From an optimization exercise on the open Yosys and OpenROAD flow, aimed at small area and a short achievable clock period; shortcuts taken in it are not production practice.

==> inputs of job 7623 <==
Design compute_array, start of the top module:
module compute_array (
    input clk, clear,
    input [3:0] tile_opcode,
    input [63:0] value_a, value_b,
    output [63:0] wire_out
);
Settings: LEC_CHECK=0, CAP_MARGIN=20, CORE_MARGIN=2, CORE_UTILIZATION=40, SETUP_SLACK_MARGIN=3.5, SLEW_MARGIN=20, SYNTH_HIERARCHICAL=1, SYNTH_MINIMUM_KEEP_SIZE=0; clock period 16.0 ns.
standard.sh (not shown) runs the stock make flow with config.mk's settings and CLKGATE_MAP_FILE= SYNTH_SCRIPT=/design/flow/synth_recipe.tcl, a recipe that flattens the netlist after the stock synthesis.
==> flow/flow/run.sh <==
#!/bin/bash
# The standard layout (the standard.sh: standard synthesis, then ORFS to
# finish) with two changes:
# - the port buffers are sky130_fd_sc_hd__buf_1 cells in place of the delay
#   buffers buffer_ports picks by default;
# - before floorplanning, flow/downsize.tcl sets the combinational cells that
#   synthesis sized up back to drive strength 1 (repair sizes up again).
set -euo pipefail
here=$(pwd)
bash standard.sh synth > synth_flow.log 2>&1
bash standard.sh BUFFER_PORTS_ARGS="-buffer_cell sky130_fd_sc_hd__buf_1" \
    PRE_FLOORPLAN_TCL="$here/flow/downsize.tcl" finish > layout_flow.log 2>&1
==> flow/flow/downsize.tcl <==
# Before floorplanning: put every combinational cell that synthesis sized up
# back to its drive-strength-1 variant of the same function. The resizer's
# repair steps later size up again what slew, capacitance or timing need.
set db [ord::get_db]
set block [ord::get_db_block]
set n 0
foreach inst [$block getInsts] {
  set name [[$inst getMaster] getName]
  if { [regexp {^(sky130_fd_sc_hd__[a-z0-9]+)_([0-9]+)$} $name -> base drv] && $drv > 1 } {
    if { [string match "*__df*" $base] || [string match "*__sdf*" $base] || [string match "*__edf*" $base] } {
      continue
    }
    set master [$db findMaster ${base}_1]
    if { $master != "NULL" } {
      $inst swapMaster $master
      incr n
    }
  }
}
puts "downsize.tcl: $n instances set to drive strength 1"
==> inputs of job 4693, as changes to job 7623 <==
--- a/flow/config.mk
+++ b/flow/config.mk
@@ -9,5 +9,5 @@
 export CORE_MARGIN = 2
 export CORE_UTILIZATION = 40
-export SETUP_SLACK_MARGIN = 3.5
+export SETUP_SLACK_MARGIN = 4.5
 export SLEW_MARGIN = 20
 export SYNTH_HIERARCHICAL = 1
==> inputs of job 2279, as changes to job 7623 <==
--- a/flow/config.mk
+++ b/flow/config.mk
@@ -8,5 +8,5 @@
 export CAP_MARGIN = 20
 export CORE_MARGIN = 2
-export CORE_UTILIZATION = 40
+export CORE_UTILIZATION = 60
 export SETUP_SLACK_MARGIN = 3.5
 export SLEW_MARGIN = 20
==> flow_metrics.tcl <==
set metrics [dict create \
    status "finished clean" \
    grt_first_pass_wirelength_um 108000 \
    nets 3083 \
    path_max_fanout 46 \
    fmax_mhz 81.6 \
    dieArea_sq_um 51500 \
    fin_cells 3202 \
    clockNetworkAreaShare 0.0118 \
    placedCellCount 3155 \
    crit_path_start "tile_opcode[2]" \
    min_to "ctl[0].tile_i.R[3]" \
    crit_slowest_cell "fa_1" \
    p_comb_mw 1.77 \
    leakage_nw 11.0 \
    r2r_cells 19 \
    tap_cells 664 \
    final_cell_area_sq_um 22600 \
]
-- figures above: job 7623

==> flow_metrics.tcl <==
set metrics [dict create \
    status "finished clean" \
    clockNetworkAreaShare 0.0105 \
    r2r_cells 21 \
    final_cell_area_sq_um 27400 \
    leakage_nw 12.9 \
    grt_first_pass_wirelength_um 118000 \
    crit_slowest_cell "fa_1" \
    placedCellCount 3134 \
    fin_cells 3468 \
    fmax_mhz 85.5 \
    crit_path_start "tile_opcode[1]" \
    dieArea_sq_um 51500 \
    nets 3352 \
    tap_cells 664 \
    min_to "ctl[3].tile_i.R[0]" \
]
-- figures above: job 4693

==> flow_metrics.tcl <==
set metrics [dict create \
    leakage_nw 11.0 \
    crit_slowest_cell "o31a_1" \
    status "finished clean" \
    crit_path_start "tile_opcode[1]" \
    min_to "ctl[1].tile_i.R[0]" \
    final_cell_area_sq_um 22400 \
    clockNetworkAreaShare 0.0127 \
    path_max_fanout 42 \
    p_comb_mw 1.71 \
    placedCellCount 2928 \
]
-- figures above: job 2279

Function was not checked in any run of this note: the RTL went through the layout flow alone.

[static timing again, ports no longer ideal]
The flow's constraints put no driver on any port. The routed layouts listed below were extracted and timed again, unchanged, in two steps. Step 1 (the two cells are an assumption about what drives the block):
set clk [get_ports {clk}]
set_driving_cell -lib_cell sky130_fd_sc_hd__clkbuf_16 $clk
set_driving_cell -lib_cell sky130_fd_sc_hd__buf_2 [delete_from_list [all_inputs] $clk]
Step 2 moves the port delays by t, midway between the first and last clock arrival at a register: inputs arrive t later, outputs are due t later. That takes back most of the time a late clock gives input paths. Three values: ideal ports, drivers, drivers and shift; two values: the first two.
| run | t, ns | slack for setup (ns) | worst hold slack (ns) |
|---|---|---|---|
| job 7623 | 0.442 | 3.740 / 3.699 / 3.699 | 0.868 / 0.868 / 0.868 |
| job 4693 | 0.456 | 4.304 / 4.171 / 4.171 | 0.866 / 0.866 / 0.866 |
| job 2279 | 0.433 | 3.771 / 3.714 / 3.714 | 0.857 / 0.857 / 0.857 |
After both steps every run listed still meets setup and hold. The setup slack of job 4693, which loses most, moves by -0.133 ns with the drivers and by -0.133 ns with both steps.
